This is an optimization exercise on Yosys and OpenROAD, whose aim is small area, not a production implementation.
Only simulation tests tie the RTL to the original design; equivalence was not proved.
Power figures rest on the tool's default switching activity, not on a simulated workload.

`flow/flow/run.sh`:
```
#!/bin/bash
# Layout flow: the standard ORFS flow (standard.sh) with these changes
# to how the layout is made:
#  - synthesis is synth_recipe.tcl with ABC's combinational mapping script
#    replaced and only full adders extracted before ABC (flow/synth_abc.tcl,
#    flow/abc_map.script);
#  - the buffer that buffer_ports puts on every input and output port is
#    sky130_fd_sc_hd__buf_1 instead of the delay cell the tool picks itself;
#  - clock tree synthesis inserts no dummy loads (same clustering settings as
#    config.mk's CTS_CLUSTER_SIZE / CTS_CLUSTER_DIAMETER).
# The full output goes to flow_standard.log in the work folder; each ORFS
# step also keeps its own log under orfs/logs/.
set -euo pipefail
here=$(cd "$(dirname "$0")" && pwd)
export BUFFER_PORTS_ARGS="-buffer_cell sky130_fd_sc_hd__buf_1"
export CTS_ARGS="-sink_clustering_enable -repair_clock_nets -sink_clustering_size 24 -sink_clustering_max_diameter 80 -dont_use_dummy_load"
bash standard.sh finish "SYNTH_SCRIPT=$here/synth_abc.tcl" > flow_standard.log 2>&1
```
`flow/flow/abc_map.script`:
```
&get -n
&st
&dch
&nf -R 1000
&put
```
`flow/flow/synth_abc.tcl`:
```
# The standard synthesis (synth_recipe.tcl, beside this folder), with two
# changes to how the combinational logic is mapped:
#  - ABC uses abc_map.script (one choice-based mapping with extended area
#    recovery, no buffering or sizing, which the placer's repair does later)
#    instead of ORFS's speed script;
#  - the adder extraction before ABC takes only full adders (extract_fa -fa),
#    leaving half adders to ABC.
# The flip-flops are mapped before either step, so they are the same.
set ::abc_map_script [file join [file dirname [file normalize [info script]]] abc_map.script]
proc abc {args} {
  set i [lsearch -exact $args -script]
  if { $i >= 0 } {
    lset args [expr { $i + 1 }] $::abc_map_script
  }
  yosys abc {*}$args
}
proc extract_fa {args} {
  yosys extract_fa -fa
}
source [file join [file dirname [file dirname $::abc_map_script]] synth_recipe.tcl]
```
`flow/standard.sh`:
```
#!/bin/bash
# synth_recipe.tcl (not shown) runs the flow's synth.tcl, then flattens the netlist and writes it again
# the make line also repeats each setting of config.mk as NAME=value (left out here)
make -C /OpenROAD-flow-scripts/flow DESIGN_CONFIG=/design/flow/config.mk WORK_HOME=/design/flow/orfs CLKGATE_MAP_FILE= SYNTH_SCRIPT=/design/flow/synth_recipe.tcl "${@:-finish}"
```
`flow/config.mk`:
```
export PLATFORM = sky130hd
export DESIGN_NAME = cpu
export DESIGN_NICKNAME = cpu
export VERILOG_FILES = /design/flow/design.v
export SDC_FILE = /design/flow/constraint.sdc
export NUM_CORES = 4
export LEC_CHECK = 0
export CAP_MARGIN = 20
export CORE_MARGIN = 2
export CORE_UTILIZATION = 70
export CTS_CLUSTER_DIAMETER = 80
export CTS_CLUSTER_SIZE = 24
export SETUP_SLACK_MARGIN = 0.15
export SLEW_MARGIN = 20
```
`flow/constraint.sdc`:
```
create_clock -name core_clock -period 10.0 [get_ports {clk}]
set_input_delay 2.0000 -clock core_clock [delete_from_list [all_inputs] [get_ports {clk}]]
set_output_delay 2.0000 -clock core_clock [all_outputs]
set_load 0.01 [all_outputs]
```
`flow/design.v`:
```
module alu(
    input   wire    [3:0]   opcode,
    input   wire    [15:0]  a,       
    input   wire    [15:0]  b,       
    input   wire    [15:0]  sum,     
    input   wire            cout,    
    output  logic   [15:0]  out
);
wire [15:0] prod;
mul16 mul(.a(a), .b(b), .o(prod));
wire        shift_left = (opcode == 4'd6);
wire        fill       = (opcode == 4'd8) && a[15];
wire [15:0] a_rev;
wire [15:0] sh_res;
genvar gi;
generate for (gi = 0; gi < 16; gi = gi + 1) begin : g_rev
    assign a_rev[gi] = shift_left ? a[15-gi] : a[gi];
end endgenerate
wire [15:0] sh0 = b[0] ? {fill, a_rev[15:1]} : a_rev;
wire [15:0] sh1 = b[1] ? {{2{fill}}, sh0[15:2]} : sh0;
wire [15:0] sh2 = b[2] ? {{4{fill}}, sh1[15:4]} : sh1;
wire [15:0] sh3 = b[3] ? {{8{fill}}, sh2[15:8]} : sh2;
assign sh_res   = (|b[15:4]) ? {16{fill}} : sh3;
wire [15:0] shr = sh_res;
wire [15:0] shl;
generate for (gi = 0; gi < 16; gi = gi + 1) begin : g_unrev
    assign shl[gi] = sh_res[15-gi];
end endgenerate
wire eq  = ~|sum;        
wire ltu = !cout;
wire lt  = (a[15] ^ b[15]) ? a[15] : sum[15];
always_comb begin
    case (opcode)
        4'd0, 4'd1: out = sum;
        4'd2:   out = prod;
        4'd3:   out = a & b;
        4'd4:   out = a | b;
        4'd5:   out = a ^ b;
        4'd6:   out = shl;
        4'd7,
        4'd8:   out = shr;
        4'd9:   out = 16'(eq);
        4'd10:  out = 16'(!eq);
        4'd11:  out = 16'(lt);
        4'd12:  out = 16'(lt | eq);
        4'd13:  out = 16'(!(lt | eq));
        4'd14:  out = 16'(!lt);
        default: out = 16'(ltu);
    endcase
end
endmodule
module mul16(input wire [15:0] a, input wire [15:0] b, output wire [15:0] o);
wire [15:0] pp [15:0];
genvar gi;
generate for (gi = 0; gi < 16; gi = gi + 1) begin : g_pp
    assign pp[gi] = b[gi] ? a : 16'b0;
end endgenerate
wire t1 = pp[0][13] ^ pp[1][12];
wire t2 = pp[0][13] & pp[1][12];
wire t3 = pp[0][14] ^ pp[1][13] ^ pp[2][12];
wire t4 = (pp[0][14] & pp[1][13]) | (pp[0][14] & pp[2][12]) | (pp[1][13] & pp[2][12]);
wire t5 = pp[3][11] ^ pp[4][10];
wire t6 = pp[3][11] & pp[4][10];
wire t7 = pp[0][9] ^ pp[1][8];
wire t8 = pp[0][9] & pp[1][8];
wire t9 = pp[0][10] ^ pp[1][9] ^ pp[2][8];
wire t10 = (pp[0][10] & pp[1][9]) | (pp[0][10] & pp[2][8]) | (pp[1][9] & pp[2][8]);
wire t11 = pp[3][7] ^ pp[4][6];
wire t12 = pp[3][7] & pp[4][6];
wire t13 = pp[0][11] ^ pp[1][10] ^ pp[2][9];
wire t14 = (pp[0][11] & pp[1][10]) | (pp[0][11] & pp[2][9]) | (pp[1][10] & pp[2][9]);
wire t15 = pp[3][8] ^ pp[4][7] ^ pp[5][6];
wire t16 = (pp[3][8] & pp[4][7]) | (pp[3][8] & pp[5][6]) | (pp[4][7] & pp[5][6]);
wire t17 = pp[6][5] ^ pp[7][4];
wire t18 = pp[6][5] & pp[7][4];
wire t19 = pp[0][12] ^ pp[1][11] ^ pp[2][10];
wire t20 = (pp[0][12] & pp[1][11]) | (pp[0][12] & pp[2][10]) | (pp[1][11] & pp[2][10]);
wire t21 = pp[3][9] ^ pp[4][8] ^ pp[5][7];
wire t22 = (pp[3][9] & pp[4][8]) | (pp[3][9] & pp[5][7]) | (pp[4][8] & pp[5][7]);
wire t23 = pp[6][6] ^ pp[7][5] ^ pp[8][4];
wire t24 = (pp[6][6] & pp[7][5]) | (pp[6][6] & pp[8][4]) | (pp[7][5] & pp[8][4]);
wire t25 = pp[9][3] ^ pp[10][2];
wire t26 = pp[9][3] & pp[10][2];
wire t27 = pp[2][11] ^ pp[3][10] ^ pp[4][9];
wire t28 = (pp[2][11] & pp[3][10]) | (pp[2][11] & pp[4][9]) | (pp[3][10] & pp[4][9]);
wire t29 = pp[5][8] ^ pp[6][7] ^ pp[7][6];
wire t30 = (pp[5][8] & pp[6][7]) | (pp[5][8] & pp[7][6]) | (pp[6][7] & pp[7][6]);
wire t31 = pp[8][5] ^ pp[9][4] ^ pp[10][3];
wire t32 = (pp[8][5] & pp[9][4]) | (pp[8][5] & pp[10][3]) | (pp[9][4] & pp[10][3]);
wire t33 = pp[11][2] ^ pp[12][1] ^ pp[13][0];
wire t34 = (pp[11][2] & pp[12][1]) | (pp[11][2] & pp[13][0]) | (pp[12][1] & pp[13][0]);
wire t35 = pp[5][9] ^ pp[6][8] ^ pp[7][7];
wire t36 = (pp[5][9] & pp[6][8]) | (pp[5][9] & pp[7][7]) | (pp[6][8] & pp[7][7]);
wire t37 = pp[8][6] ^ pp[9][5] ^ pp[10][4];
wire t38 = (pp[8][6] & pp[9][5]) | (pp[8][6] & pp[10][4]) | (pp[9][5] & pp[10][4]);
wire t39 = pp[11][3] ^ pp[12][2] ^ pp[13][1];
wire t40 = (pp[11][3] & pp[12][2]) | (pp[11][3] & pp[13][1]) | (pp[12][2] & pp[13][1]);
wire t41 = pp[14][0] ^ t3 ^ t5;
wire t42 = (pp[14][0] & t3) | (pp[14][0] & t5) | (t3 & t5);
wire t43 = pp[0][6] ^ pp[1][5];
wire t44 = pp[0][6] & pp[1][5];
wire t45 = pp[0][7] ^ pp[1][6] ^ pp[2][5];
wire t46 = (pp[0][7] & pp[1][6]) | (pp[0][7] & pp[2][5]) | (pp[1][6] & pp[2][5]);
wire t47 = pp[3][4] ^ pp[4][3];
wire t48 = pp[3][4] & pp[4][3];
wire t49 = pp[0][8] ^ pp[1][7] ^ pp[2][6];
wire t50 = (pp[0][8] & pp[1][7]) | (pp[0][8] & pp[2][6]) | (pp[1][7] & pp[2][6]);
wire t51 = pp[3][5] ^ pp[4][4] ^ pp[5][3];
wire t52 = (pp[3][5] & pp[4][4]) | (pp[3][5] & pp[5][3]) | (pp[4][4] & pp[5][3]);
wire t53 = pp[6][2] ^ pp[7][1];
wire t54 = pp[6][2] & pp[7][1];
wire t55 = pp[2][7] ^ pp[3][6] ^ pp[4][5];
wire t56 = (pp[2][7] & pp[3][6]) | (pp[2][7] & pp[4][5]) | (pp[3][6] & pp[4][5]);
wire t57 = pp[5][4] ^ pp[6][3] ^ pp[7][2];
wire t58 = (pp[5][4] & pp[6][3]) | (pp[5][4] & pp[7][2]) | (pp[6][3] & pp[7][2]);
wire t59 = pp[8][1] ^ pp[9][0] ^ t7;
wire t60 = (pp[8][1] & pp[9][0]) | (pp[8][1] & t7) | (pp[9][0] & t7);
wire t61 = pp[5][5] ^ pp[6][4] ^ pp[7][3];
wire t62 = (pp[5][5] & pp[6][4]) | (pp[5][5] & pp[7][3]) | (pp[6][4] & pp[7][3]);
wire t63 = pp[8][2] ^ pp[9][1] ^ pp[10][0];
wire t64 = (pp[8][2] & pp[9][1]) | (pp[8][2] & pp[10][0]) | (pp[9][1] & pp[10][0]);
wire t65 = t9 ^ t11 ^ t8;
wire t66 = (t9 & t11) | (t9 & t8) | (t11 & t8);
wire t67 = pp[8][3] ^ pp[9][2] ^ pp[10][1];
wire t68 = (pp[8][3] & pp[9][2]) | (pp[8][3] & pp[10][1]) | (pp[9][2] & pp[10][1]);
wire t69 = pp[11][0] ^ t13 ^ t15;
wire t70 = (pp[11][0] & t13) | (pp[11][0] & t15) | (t13 & t15);
wire t71 = t17 ^ t10 ^ t12;
wire t72 = (t17 & t10) | (t17 & t12) | (t10 & t12);
wire t73 = pp[11][1] ^ pp[12][0] ^ t19;
wire t74 = (pp[11][1] & pp[12][0]) | (pp[11][1] & t19) | (pp[12][0] & t19);
wire t75 = t21 ^ t23 ^ t25;
wire t76 = (t21 & t23) | (t21 & t25) | (t23 & t25);
wire t77 = t14 ^ t16 ^ t18;
wire t78 = (t14 & t16) | (t14 & t18) | (t16 & t18);
wire t79 = t1 ^ t27 ^ t29;
wire t80 = (t1 & t27) | (t1 & t29) | (t27 & t29);
wire t81 = t31 ^ t33 ^ t20;
wire t82 = (t31 & t33) | (t31 & t20) | (t33 & t20);
wire t83 = t22 ^ t24 ^ t26;
wire t84 = (t22 & t24) | (t22 & t26) | (t24 & t26);
wire t85 = t2 ^ t35 ^ t37;
wire t86 = (t2 & t35) | (t2 & t37) | (t35 & t37);
wire t87 = t39 ^ t41 ^ t28;
wire t88 = (t39 & t41) | (t39 & t28) | (t41 & t28);
wire t89 = t30 ^ t32 ^ t34;
wire t90 = (t30 & t32) | (t30 & t34) | (t32 & t34);
wire t91 = pp[0][4] ^ pp[1][3];
wire t92 = pp[0][4] & pp[1][3];
wire t93 = pp[0][5] ^ pp[1][4] ^ pp[2][3];
wire t94 = (pp[0][5] & pp[1][4]) | (pp[0][5] & pp[2][3]) | (pp[1][4] & pp[2][3]);
wire t95 = pp[3][2] ^ pp[4][1];
wire t96 = pp[3][2] & pp[4][1];
wire t97 = pp[2][4] ^ pp[3][3] ^ pp[4][2];
wire t98 = (pp[2][4] & pp[3][3]) | (pp[2][4] & pp[4][2]) | (pp[3][3] & pp[4][2]);
wire t99 = pp[5][1] ^ pp[6][0] ^ t43;
wire t100 = (pp[5][1] & pp[6][0]) | (pp[5][1] & t43) | (pp[6][0] & t43);
wire t101 = pp[5][2] ^ pp[6][1] ^ pp[7][0];
wire t102 = (pp[5][2] & pp[6][1]) | (pp[5][2] & pp[7][0]) | (pp[6][1] & pp[7][0]);
wire t103 = t45 ^ t47 ^ t44;
wire t104 = (t45 & t47) | (t45 & t44) | (t47 & t44);
wire t105 = pp[8][0] ^ t49 ^ t51;
wire t106 = (pp[8][0] & t49) | (pp[8][0] & t51) | (t49 & t51);
wire t107 = t53 ^ t46 ^ t48;
wire t108 = (t53 & t46) | (t53 & t48) | (t46 & t48);
wire t109 = t55 ^ t57 ^ t59;
wire t110 = (t55 & t57) | (t55 & t59) | (t57 & t59);
wire t111 = t50 ^ t52 ^ t54;
wire t112 = (t50 & t52) | (t50 & t54) | (t52 & t54);
wire t113 = t61 ^ t63 ^ t65;
wire t114 = (t61 & t63) | (t61 & t65) | (t63 & t65);
wire t115 = t56 ^ t58 ^ t60;
wire t116 = (t56 & t58) | (t56 & t60) | (t58 & t60);
wire t117 = t67 ^ t69 ^ t71;
wire t118 = (t67 & t69) | (t67 & t71) | (t69 & t71);
wire t119 = t62 ^ t64 ^ t66;
wire t120 = (t62 & t64) | (t62 & t66) | (t64 & t66);
wire t121 = t73 ^ t75 ^ t77;
wire t122 = (t73 & t75) | (t73 & t77) | (t75 & t77);
wire t123 = t68 ^ t70 ^ t72;
wire t124 = (t68 & t70) | (t68 & t72) | (t70 & t72);
wire t125 = t79 ^ t81 ^ t83;
wire t126 = (t79 & t81) | (t79 & t83) | (t81 & t83);
wire t127 = t74 ^ t76 ^ t78;
wire t128 = (t74 & t76) | (t74 & t78) | (t76 & t78);
wire t129 = t85 ^ t87 ^ t89;
wire t130 = (t85 & t87) | (t85 & t89) | (t87 & t89);
wire t131 = t80 ^ t82 ^ t84;
wire t132 = (t80 & t82) | (t80 & t84) | (t82 & t84);
wire t133 = pp[0][3] ^ pp[1][2];
wire t134 = pp[0][3] & pp[1][2];
wire t135 = pp[2][2] ^ pp[3][1] ^ pp[4][0];
wire t136 = (pp[2][2] & pp[3][1]) | (pp[2][2] & pp[4][0]) | (pp[3][1] & pp[4][0]);
wire t137 = pp[5][0] ^ t93 ^ t95;
wire t138 = (pp[5][0] & t93) | (pp[5][0] & t95) | (t93 & t95);
wire t139 = t97 ^ t99 ^ t94;
wire t140 = (t97 & t99) | (t97 & t94) | (t99 & t94);
wire t141 = t101 ^ t103 ^ t98;
wire t142 = (t101 & t103) | (t101 & t98) | (t103 & t98);
wire t143 = t105 ^ t107 ^ t102;
wire t144 = (t105 & t107) | (t105 & t102) | (t107 & t102);
wire t145 = t109 ^ t111 ^ t106;
wire t146 = (t109 & t111) | (t109 & t106) | (t111 & t106);
wire t147 = t113 ^ t115 ^ t110;
wire t148 = (t113 & t115) | (t113 & t110) | (t115 & t110);
wire t149 = t117 ^ t119 ^ t114;
wire t150 = (t117 & t119) | (t117 & t114) | (t119 & t114);
wire t151 = t121 ^ t123 ^ t118;
wire t152 = (t121 & t123) | (t121 & t118) | (t123 & t118);
wire t153 = t125 ^ t127 ^ t122;
wire t154 = (t125 & t127) | (t125 & t122) | (t127 & t122);
wire t155 = t129 ^ t131 ^ t126;
wire t156 = (t129 & t131) | (t129 & t126) | (t131 & t126);
wire t157 = pp[0][2] ^ pp[1][1];
wire t158 = pp[0][2] & pp[1][1];
wire t159 = pp[2][1] ^ pp[3][0] ^ t133;
wire t160 = (pp[2][1] & pp[3][0]) | (pp[2][1] & t133) | (pp[3][0] & t133);
wire t161 = t91 ^ t135 ^ t134;
wire t162 = (t91 & t135) | (t91 & t134) | (t135 & t134);
wire t163 = t92 ^ t137 ^ t136;
wire t164 = (t92 & t137) | (t92 & t136) | (t137 & t136);
wire t165 = t96 ^ t139 ^ t138;
wire t166 = (t96 & t139) | (t96 & t138) | (t139 & t138);
wire t167 = t100 ^ t141 ^ t140;
wire t168 = (t100 & t141) | (t100 & t140) | (t141 & t140);
wire t169 = t104 ^ t143 ^ t142;
wire t170 = (t104 & t143) | (t104 & t142) | (t143 & t142);
wire t171 = t108 ^ t145 ^ t144;
wire t172 = (t108 & t145) | (t108 & t144) | (t145 & t144);
wire t173 = t112 ^ t147 ^ t146;
wire t174 = (t112 & t147) | (t112 & t146) | (t147 & t146);
wire t175 = t116 ^ t149 ^ t148;
wire t176 = (t116 & t149) | (t116 & t148) | (t149 & t148);
wire t177 = t120 ^ t151 ^ t150;
wire t178 = (t120 & t151) | (t120 & t150) | (t151 & t150);
wire t179 = t124 ^ t153 ^ t152;
wire t180 = (t124 & t153) | (t124 & t152) | (t153 & t152);
wire t181 = t128 ^ t155 ^ t154;
wire t182 = (t128 & t155) | (t128 & t154) | (t155 & t154);
wire t183 = pp[0][1] ^ pp[1][0];
wire t184 = pp[0][1] & pp[1][0];
wire t185 = pp[2][0] ^ t157 ^ t184;
wire t186 = (pp[2][0] & t157) | (pp[2][0] & t184) | (t157 & t184);
wire t187 = t159 ^ t158 ^ t186;
wire t188 = (t159 & t158) | (t159 & t186) | (t158 & t186);
wire t189 = t161 ^ t160 ^ t188;
wire t190 = (t161 & t160) | (t161 & t188) | (t160 & t188);
wire t191 = t163 ^ t162 ^ t190;
wire t192 = (t163 & t162) | (t163 & t190) | (t162 & t190);
wire t193 = t165 ^ t164 ^ t192;
wire t194 = (t165 & t164) | (t165 & t192) | (t164 & t192);
wire t195 = t167 ^ t166 ^ t194;
wire t196 = (t167 & t166) | (t167 & t194) | (t166 & t194);
wire t197 = t169 ^ t168 ^ t196;
wire t198 = (t169 & t168) | (t169 & t196) | (t168 & t196);
wire t199 = t171 ^ t170 ^ t198;
wire t200 = (t171 & t170) | (t171 & t198) | (t170 & t198);
wire t201 = t173 ^ t172 ^ t200;
wire t202 = (t173 & t172) | (t173 & t200) | (t172 & t200);
wire t203 = t175 ^ t174 ^ t202;
wire t204 = (t175 & t174) | (t175 & t202) | (t174 & t202);
wire t205 = t177 ^ t176 ^ t204;
wire t206 = (t177 & t176) | (t177 & t204) | (t176 & t204);
wire t207 = t179 ^ t178 ^ t206;
wire t208 = (t179 & t178) | (t179 & t206) | (t178 & t206);
wire t209 = t181 ^ t180 ^ t208;
wire t210 = (t181 & t180) | (t181 & t208) | (t180 & t208);
wire t211 = pp[0][15] ^ pp[1][14];
wire t212 = pp[2][13] ^ pp[3][12];
wire t213 = pp[4][11] ^ pp[5][10];
wire t214 = pp[6][9] ^ pp[7][8];
wire t215 = pp[8][7] ^ pp[9][6];
wire t216 = pp[10][5] ^ pp[11][4];
wire t217 = pp[12][3] ^ pp[13][2];
wire t218 = pp[14][1] ^ pp[15][0];
wire t219 = t4 ^ t6;
wire t220 = t36 ^ t38;
wire t221 = t40 ^ t42;
wire t222 = t86 ^ t88;
wire t223 = t90 ^ t130;
wire t224 = t132 ^ t156;
wire t225 = t211 ^ t212;
wire t226 = t213 ^ t214;
wire t227 = t215 ^ t216;
wire t228 = t217 ^ t218;
wire t229 = t219 ^ t220;
wire t230 = t221 ^ t222;
wire t231 = t223 ^ t224;
wire t232 = t225 ^ t226;
wire t233 = t227 ^ t228;
wire t234 = t229 ^ t230;
wire t235 = t231 ^ t182;
wire t236 = t232 ^ t233;
wire t237 = t234 ^ t235;
wire t238 = t236 ^ t237;
wire t239 = t238 ^ t210;
assign o = {t239, t209, t207, t205, t203, t201, t199, t197, t195, t193, t191, t189, t187, t185, t183, pp[0][0]};
endmodule
module stack
#(
    parameter WIDTH = 5,  
    parameter SIZE  = 32
)
(
    input wire clk,
    input wire [WIDTH-1:0] sp,
    input wire [WIDTH-2:0] sp_minus_1_hi,
    output wire [15:0] even_out,     
    output wire [15:0] odd_out,      
    input wire we,
    input wire [WIDTH-1:0] mem_din_addr,
    input wire [15:0] mem_din
);
localparam HALF = SIZE / 2;
reg [15:0] even [HALF-1:0];
reg [15:0] odd  [HALF-1:0];
always @(posedge clk) begin
    if (we && !mem_din_addr[0]) even[mem_din_addr[WIDTH-1:1]] <= mem_din;
    if (we &&  mem_din_addr[0]) odd[mem_din_addr[WIDTH-1:1]]  <= mem_din;
end
wire [WIDTH-2:0] even_addr = sp[WIDTH-1:1];
wire [WIDTH-2:0] odd_addr  = sp_minus_1_hi;   
wire [16*HALF-1:0] even_flat;
wire [16*HALF-1:0] odd_flat;
genvar k;
generate for (k = 0; k < HALF; k = k + 1) begin : g_flat
    assign even_flat[k*16 +: 16] = even[k];
    assign odd_flat[k*16 +: 16]  = odd[k];
end endgenerate
mux16 #(.W(16)) even_mux(.d(even_flat), .sel(even_addr), .out(even_out));
mux16 #(.W(16)) odd_mux(.d(odd_flat), .sel(odd_addr), .out(odd_out));
endmodule
module mux16
#(
    parameter W = 16
)
(
    input  wire [16*W-1:0] d,      
    input  wire [3:0]   sel,
    output wire [W-1:0] out
);
wire [W-1:0] s0 [7:0];
wire [W-1:0] s1 [3:0];
wire [W-1:0] s2 [1:0];
genvar i;
generate
    for (i = 0; i < 8; i = i + 1) begin : g_s0
        assign s0[i] = sel[0] ? d[(2*i+1)*W +: W] : d[2*i*W +: W];
    end
    for (i = 0; i < 4; i = i + 1) begin : g_s1
        assign s1[i] = sel[1] ? s0[2*i+1] : s0[2*i];
    end
    for (i = 0; i < 2; i = i + 1) begin : g_s2
        assign s2[i] = sel[2] ? s1[2*i+1] : s1[2*i];
    end
endgenerate
assign out = sel[3] ? s2[1] : s2[0];
endmodule
module rstack
#(
    parameter WIDTH         = 4,
    parameter SIZE          = 16,
    parameter DATA_WIDTH    = 13
)
(
    input   wire                    clk,
    input   wire [WIDTH-1:0]        mem_dout_addr,
    output  wire [DATA_WIDTH-1:0]   mem_dout,
    input   wire                    we,
    input   wire [WIDTH-1:0]        mem_din_addr,
    input   wire [DATA_WIDTH-1:0]   mem_din
);
reg [DATA_WIDTH-1:0] data [SIZE-1:0];
always @(posedge clk) begin
    if (we) begin
        data[mem_din_addr] <= mem_din;
    end
end
wire [SIZE*DATA_WIDTH-1:0] data_flat;
genvar k;
generate for (k = 0; k < SIZE; k = k + 1) begin : g_flat
    assign data_flat[k*DATA_WIDTH +: DATA_WIDTH] = data[k];
end endgenerate
mux16 #(.W(DATA_WIDTH)) read_mux(.d(data_flat), .sel(mem_dout_addr), .out(mem_dout));  
endmodule
module cpu
#(
    parameter CODE_ADDR_WIDTH   = 13,
    parameter DATA_ADDR_WIDTH   = 13,
    parameter STACK_DEPTH       = 5,
    parameter RSTACK_DEPTH      = 4,
    parameter FP                = (1 << 13) - (1 << 6) * 6 - 16 - 16 * 4
)
(
    input   wire                        clk,
    input   wire                        reset,           
    input   wire                        resume,          
    output  wire [CODE_ADDR_WIDTH-1:0]  code_addr,       
    input   wire [15:0]                 instruction,     
    output  wire [DATA_ADDR_WIDTH-1:0]  mem_addr,        
    input   wire [15:0]                 mem_din,         
    output  wire                        mem_dout_we,     
    output  wire [15:0]                 mem_dout         
);
wire [15:0] instr       = instruction;
wire [15:0] instr_simm9 = {{7{instr[8]}}, instr[8:0]};
wire [15:0] instr_imm13 = {3'b0, instr[12:0]};
wire [4:0]  opcode      = instr[14:10];
wire [1:0]  op1         = instr[14:13];
wire cmd_type   = instr[15];     
wire mode       = instr[9];      
wire is_f2      = !cmd_type;
wire is_alu     = is_f2 && !opcode[4];
wire is_load    = is_f2 && opcode == 5'd16;
wire is_store   = is_f2 && opcode == 5'd17;
wire is_locals  = is_f2 && opcode == 5'd18;
wire is_set_fp  = is_f2 && opcode == 5'd19;
wire is_ret     = is_f2 && opcode == 5'd20;
wire is_push_int= is_f2 && opcode == 5'd21;
wire is_push_mr = is_f2 && opcode == 5'd22;
wire is_wait    = is_f2 && opcode == 5'd23;
wire is_jmp     = cmd_type && op1 == 2'd0;
wire is_jz      = cmd_type && op1 == 2'd1;
wire is_call    = cmd_type && op1 == 2'd2;
wire is_push_addr = cmd_type && op1 == 2'd3;
reg     [CODE_ADDR_WIDTH-1:0] pc;    
reg     [DATA_ADDR_WIDTH-1:0] fp;    
reg     [STACK_DEPTH-1:0]     sp;    
reg     [STACK_DEPTH-2:0]     sp_minus_1_hi;   
reg     [RSTACK_DEPTH-1:0]    rsp;   
reg                           wait_flag;
logic   [STACK_DEPTH-1:0] sp_new;
wire    [STACK_DEPTH-1:0] sp_new_minus_1 = sp_new - 1;
logic   [15:0] stack_top_new;
wire    write_to_stack = !reset && (is_alu || is_push_int || is_push_mr || is_push_addr);
wire    [15:0] even_out;
wire    [15:0] odd_out;
stack #(
    .WIDTH(STACK_DEPTH),
    .SIZE(1 << STACK_DEPTH)
)
stack(
    .clk(clk),
    .sp(sp),
    .sp_minus_1_hi(sp_minus_1_hi),
    .even_out(even_out),
    .odd_out(odd_out),
    .we(write_to_stack),
    .mem_din_addr(sp_new),
    .mem_din(stack_top_new)
);
wire [15:0] stack_top = sp[0] ? odd_out : even_out;             
wire [15:0] alu_x     = (mode == sp[0]) ? odd_out : even_out;   
wire    [RSTACK_DEPTH-1:0]    rsp_plus_1 = rsp + 1;
wire    [CODE_ADDR_WIDTH-1:0] rstack_top;
wire    [CODE_ADDR_WIDTH-1:0] pc_plus_1 = pc + 1;
rstack #(
    .WIDTH(RSTACK_DEPTH),
    .SIZE(1 << RSTACK_DEPTH),
    .DATA_WIDTH(CODE_ADDR_WIDTH)
)
rstack(
    .clk(clk),
    .mem_dout_addr(rsp),
    .mem_dout(rstack_top),
    .we(!reset && is_call),
    .mem_din_addr(rsp_plus_1),
    .mem_din(pc_plus_1)
);
wire use_fp    = mode || opcode[1] || opcode[2];    
wire [15:0] add_a = is_alu ? alu_x : (use_fp ? {3'b0, fp} : stack_top);
wire [15:0] alu_y = (is_alu && !mode) ? stack_top : instr_simm9;
wire add_sub   = opcode[4] ? opcode[1] : (opcode[0] || opcode[3]);
wire [15:0] add_b = alu_y ^ {16{add_sub}};
wire [16:0] add_c;
wire [16:0] add_out;
assign add_c[0] = add_sub;
genvar gi;
generate for (gi = 0; gi < 16; gi = gi + 1) begin : g_add     
    assign add_out[gi]  = add_a[gi] ^ add_b[gi] ^ add_c[gi];
    assign add_c[gi+1]  = (add_a[gi] & add_b[gi]) | (add_a[gi] & add_c[gi]) | (add_b[gi] & add_c[gi]);
end endgenerate
assign add_out[16] = add_c[16];
wire [15:0] sum = add_out[15:0];
wire [15:0] alu_out;
alu alu(
    .opcode(opcode[3:0]),
    .a(alu_x),
    .b(alu_y),
    .sum(sum),
    .cout(add_out[16]),
    .out(alu_out)
);
wire [DATA_ADDR_WIDTH-1:9] addr_base_hi = add_a[DATA_ADDR_WIDTH-1:9];
wire [DATA_ADDR_WIDTH-1:9] addr_hi_inc  = addr_base_hi + 1'b1;
wire [DATA_ADDR_WIDTH-1:9] addr_hi_dec  = addr_base_hi - 1'b1;
wire simm_sign = instr[8];
wire carry_9   = add_c[9];
wire [DATA_ADDR_WIDTH-1:9] addr_hi_c1 = simm_sign ? addr_base_hi : addr_hi_inc;
wire [DATA_ADDR_WIDTH-1:9] addr_hi_c0 = simm_sign ? addr_hi_dec : addr_base_hi;
wire [DATA_ADDR_WIDTH-1:9] addr_hi = carry_9 ? addr_hi_c1 : addr_hi_c0;
assign mem_addr    = {addr_hi, sum[8:0]};
assign mem_dout    = alu_x;
assign mem_dout_we = !reset && is_store;
logic [CODE_ADDR_WIDTH-1:0] pc_new;
assign code_addr = pc_new;
always_comb begin
    if (resume)
        pc_new = pc_plus_1;
    else if (wait_flag || is_wait)
        pc_new = pc;
    else if (is_jmp || is_call || (is_jz && ~|stack_top))
        pc_new = instr[12:0];
    else if (is_ret)
        pc_new = rstack_top;
    else
        pc_new = pc_plus_1;
end
always_comb begin
    if (is_push_int || is_push_mr || is_push_addr)
        sp_new = sp + 1;
    else if (is_store && !mode)
        sp_new = sp - 2;
    else if (((is_alu || is_load) && !mode) || (is_store && mode) || is_set_fp || is_jz)
        sp_new = sp - 1;
    else
        sp_new = sp;
end
always_comb begin
    if (is_alu)
        stack_top_new = alu_out;
    else if (is_push_int)
        stack_top_new = instr_simm9;
    else if (is_push_mr)
        stack_top_new = mem_din;
    else
        stack_top_new = instr_imm13;
end
logic [DATA_ADDR_WIDTH-1:0] fp_new;
always_comb begin
    if (is_locals || is_ret)
        fp_new = sum[DATA_ADDR_WIDTH-1:0];
    else if (is_set_fp)
        fp_new = stack_top[DATA_ADDR_WIDTH-1:0];
    else
        fp_new = fp;
end
logic [RSTACK_DEPTH-1:0] rsp_new;
always_comb begin
    if (is_call)
        rsp_new = rsp_plus_1;
    else if (is_ret)
        rsp_new = rsp - 1;
    else
        rsp_new = rsp;
end
wire wait_flag_new = resume ? 1'b0 : (is_wait ? 1'b1 : wait_flag);
always_ff @(posedge clk) begin
    if (reset) begin
        pc  <= {CODE_ADDR_WIDTH{1'b1}};
        sp  <= STACK_DEPTH'(0);
        sp_minus_1_hi <= {(STACK_DEPTH-1){1'b1}};
        rsp <= RSTACK_DEPTH'(0);
        fp  <= DATA_ADDR_WIDTH'(FP);
        wait_flag <= 1'b0;
    end else begin
        pc  <= pc_new;
        sp  <= sp_new;
        sp_minus_1_hi <= sp_new_minus_1[STACK_DEPTH-1:1];
        rsp <= rsp_new;
        fp  <= fp_new;
        wait_flag <= wait_flag_new;
    end
end
endmodule
```
==> summary.txt <==
==> power breakdown <==
group	internal, µW	switching, µW
logic	2790	4490
clock network	700	980
registers	3720	71.9
total	7210	5540
==> repair_timing <==
item                                   in CTS  in global routing
endpoints found under the hold margin       0                  0
gates resized for setup                     0                 15
setup buffers                               0                  5
setup endpoints to repair                   0                 65
==> critical path, delay by kind of cell (launching register included) <==
kind,cells,cell delay (ns)
compound gates,7,1.93
buf+inv,5,0.38
flops,1,0.78
mux,1,0.34
fa+ha+maj,15,4.61
simple gates,6,1.36
==> metal layers <==
layer  GRT usage (%)  routed length, µm  vias to the layer above
li1                -                  -                    10678
met1           61.89              38450                    13046
met2           72.80              54700                     3464
met3           15.44              22080                      891
met4           26.99              11110                        4
met5               0                 17                        -
==> cell usage after synthesis (all sizes together), types with 11 or more instances <==
master  number  area [µm²]
xnor2       58       508.0
edfxtp     720       21620
nand3       20       100.1
o32ai       26       227.7
clkinv     111       416.7
xor2        15       131.4
nor3        47       235.2
o31ai       11       82.58
and2        11       68.82
a21oi      182       910.9
nor4        31       193.9
or2         28       175.2
dfxtp       40       800.8
a222oi      51       510.5
o211ai      19       142.6
a31oi       14       87.58
o21ai      148       740.7
mux4        64        1441
fa         106        2122
nor2       446        1674
nand2      197       739.5
a22oi       15       112.6
a221oi      24       210.2
mux2i       20       200.2
o22ai       91       569.3
==> sequential cells by signal (all words and copies together), names as in the netlist <==
signal and count:
stack.even 256, rsp 4, pc 13, wait_flag 1, fp 13, stack.odd 256, rstack.data 208, sp 5
sp_minus_1_hi 4
==> area by class of cell <==
type                       instances  area [µm²]
antenna                            2       5.005
clock buffer                      39       975.9
fill                            2602        9965
inverter                         111       419.2
multi-input combinational       1736       12460
sequential                       760       22430
tap                              664       830.8
timing repair buffer             291        1963
==> worst min path at each step <==
stage	to	cells after the start	slack (ns)	startpoint
floorplan	fp[10]	2	0.45	fp[10]
global placement	fp[9]	2	0.48	fp[9]
detailed placement	fp[5]	2	0.49	fp[5]
CTS	fp[9]	2	0.50	fp[9]
global route	fp[5]	2	0.53	fp[5]
finish	fp[9]	2	0.49	fp[9]
==> stage by stage <==
step	total power [µW]	std cells	area, µm²	hold slack (ns)
5_1_grt	13240	3601	39080	0.5335
3_5_place_dp	10550	3555	37900	0.4899
4_1_cts	12280	3594	38870	0.4985
3_3_place_gp	10330	3555	37880	0.4772
2_1_floorplan	8135	2605	35030	0.4519
6_report	12750	3603	39090	0.4942
==> layout by cell type (no fill, tap or decap), types with 8 or more instances in the layout <==
master	instances
edfxtp_1	720
a21oi_1	174
nand2_1	196
o22ai_1	82
clkinv_1	109
dfxtp_1	35
o32ai_1	23
xnor2_1	57
a31oi_1	14
nand3_1	20
nor3_1	46
xor2_1	11
o211ai_1	19
o21ai_0	137
nor2b_1	8
o31ai_1	11
buf_4	208
nand4_1	10
fa_1	93
nor2_2	8
buf_1	76
or2_0	26
clkbuf_16	39
nor4_1	29
nor2_1	436
a221oi_1	24
and2_0	10
fa_2	13
a222oi_1	51
a22oi_1	15
nand2b_1	8
mux2i_1	18
mux4_2	64
==> cells by family after synthesis <==
group,synth area share (%)
xor gates and xnor gates,1.833
DFF,64.28
AOI/OAI and AO/OA,11.81
and+or+nand+nor,10.06
adders and majority gates,6.084
muxes,4.739
buffers and inverters,1.195
==> results.py <==
metrics = {
    "cells_and_area": {
        "utilization_pct": 79.69,
        "drive_above_1_share_pct": 13.52,
        "nets": 3080,
        "area_delta_synth_final_pct": 12.07,
    },
    "setup_path": {
        "r2r_start": "sp_minus_1_hi[1]",
        "r2r-end": "stack.odd[4][0]",
        "critPathArrivalTime_ns": 10.02,
        "cp-start-kind": "flop",
        "cpPeakStageDelay_ns": 0.88,
        "end_kind": "flop",
        "path_max_fanout": 17,
        "critical_path_class": "flop to flop",
        "r2r_slack_ns": 0.20,
        "endpoint": "stack.odd[4][0]",
        "worstPathRequired_ns": 10.22,
        "crit_path_start": "sp_minus_1_hi[1]",
        "slowest_stage": "o32ai_1",
        "rr_worst_depth": 34,
        "critical_path.most_common_cell": "fa_1",
    },
    "route": {
        "route.vias.total": 28083,
        "first_iter_violations": 5946,
        "drc_errors": 0,
        "first_pass_iters": 12,
        "ant_nets": 0,
        "routed_via_density": 7.794,
        "routed_wl_mm": 126.4,
        "wl_per_cell_um": 35.07,
    },
    "timing": {
        "fin_skew_ns": 0.1123,
        "relSlewSlack_pct": 5.409,
        "tightest_slew_ns": 1.414,
        "fmax_ghz": 0.1021,
        "setup_tns_ns": 0,
        "min_period_ns": 9.797,
        "setup_ws_ns": 0.2033,
        "slew_viol_final": 0,
        "fin_crit_sh_pct": 97.97,
        "setup_violations": 0,
        "hold_violations": 0,
    },
    "clock_tree": {
        "h-tree-depth": 2,
        "clock_latency_ns": 0.63,
        "path_clk_slew_ns": 0.10,
        "cts_tree": "yes",
        "ctsHoldBuffers": 0,
        "cts.sinks": 760,
        "clock_path_buffers": 3,
        "cts_root_buffer": "clkbuf_16",
        "cts-buffers-inserted": 39,
    },
    "status": {
        "status": "complete, no violations",
    },
    "yosys": {
        "avgSynthCellArea_um2": 13.39,
        "postSynthCellCount": 2605,
        "synth_enable_flop_cells": 720,
        "ys_ff_latch": 760,
        "synth_ff_type": "edfxtp_1",
        "yosysUniqueCellTypes": 57,
        "synth_area_um2": 34880,
        "synth_nets": 2746,
        "async_reset_ff_share_pct": 0,
        "seq_area_frac_synth_pct": 64.28,
        "yosysWarnings": 7,
    },
    "floorplan": {
        "core_area_um2": 49050,
        "dieArea_um2": 51630,
        "ios": 78,
        "die_y_um": 227.2,
        "die_w_um": 227.2,
        "row_count": 81,
        "start_util_pct": 71.10,
    },
    "flow_run": {
        "drv_cap": 0,
    },
    "power_and_ir_drop": {
        "p_leak_uw": 0.01283,
        "power.ir.vdd_worst_mv": 0.5364,
        "power_density_nw_per_um2": 326.3,
    },
    "global_route": {
        "grt_antenna_before_repair": 6,
        "grt_max_degree": 57,
        "grt_pass1_vias": 26387,
        "grt_overflow": 0,
        "grt_pass1_wl_mm": 175.2,
        "track_usage_pct": 47.93,
    },
    "min_path": {
        "worst_hold_path_type": "flop to flop",
    },
    "place": {
        "dpl_worst_slack_ns": -0.08878,
        "dpl.hpwl_mm": 75.50,
        "routabilityCongestion": 1.029,
        "numPortBuffers": 77,
    },
}

## separate check: timing with driven ports
The flow's constraints put no driver on any port. The routed layout listed below was extracted and timed again, unchanged, in two steps. Step 1 sets driving cells, clkbuf_16 on the clock port and buf_2 on the other inputs (assumed; they add their load-dependent delay and slew). Step 2 adds t to the input delays and takes it off the output delays; t is the mean of the earliest and latest rising clock arrival at the registers after step 1. Input paths then give back, and output paths get back, about the clock's delay inside the block. Three values: no drivers, after step 1, after step 2; two values: the first two.
shift t [ns]: 0.636
setup WS [ns]: 0.203 / 0.203 / -0.287
worst data-port slew with drivers (ns): 0.11
cell pins on the clock port's net: 1
With both steps, setup timing fails in this run, where it was met with ideal ports. The setup slack of this run moves by 0.000 ns with the drivers and by -0.490 ns with both steps.
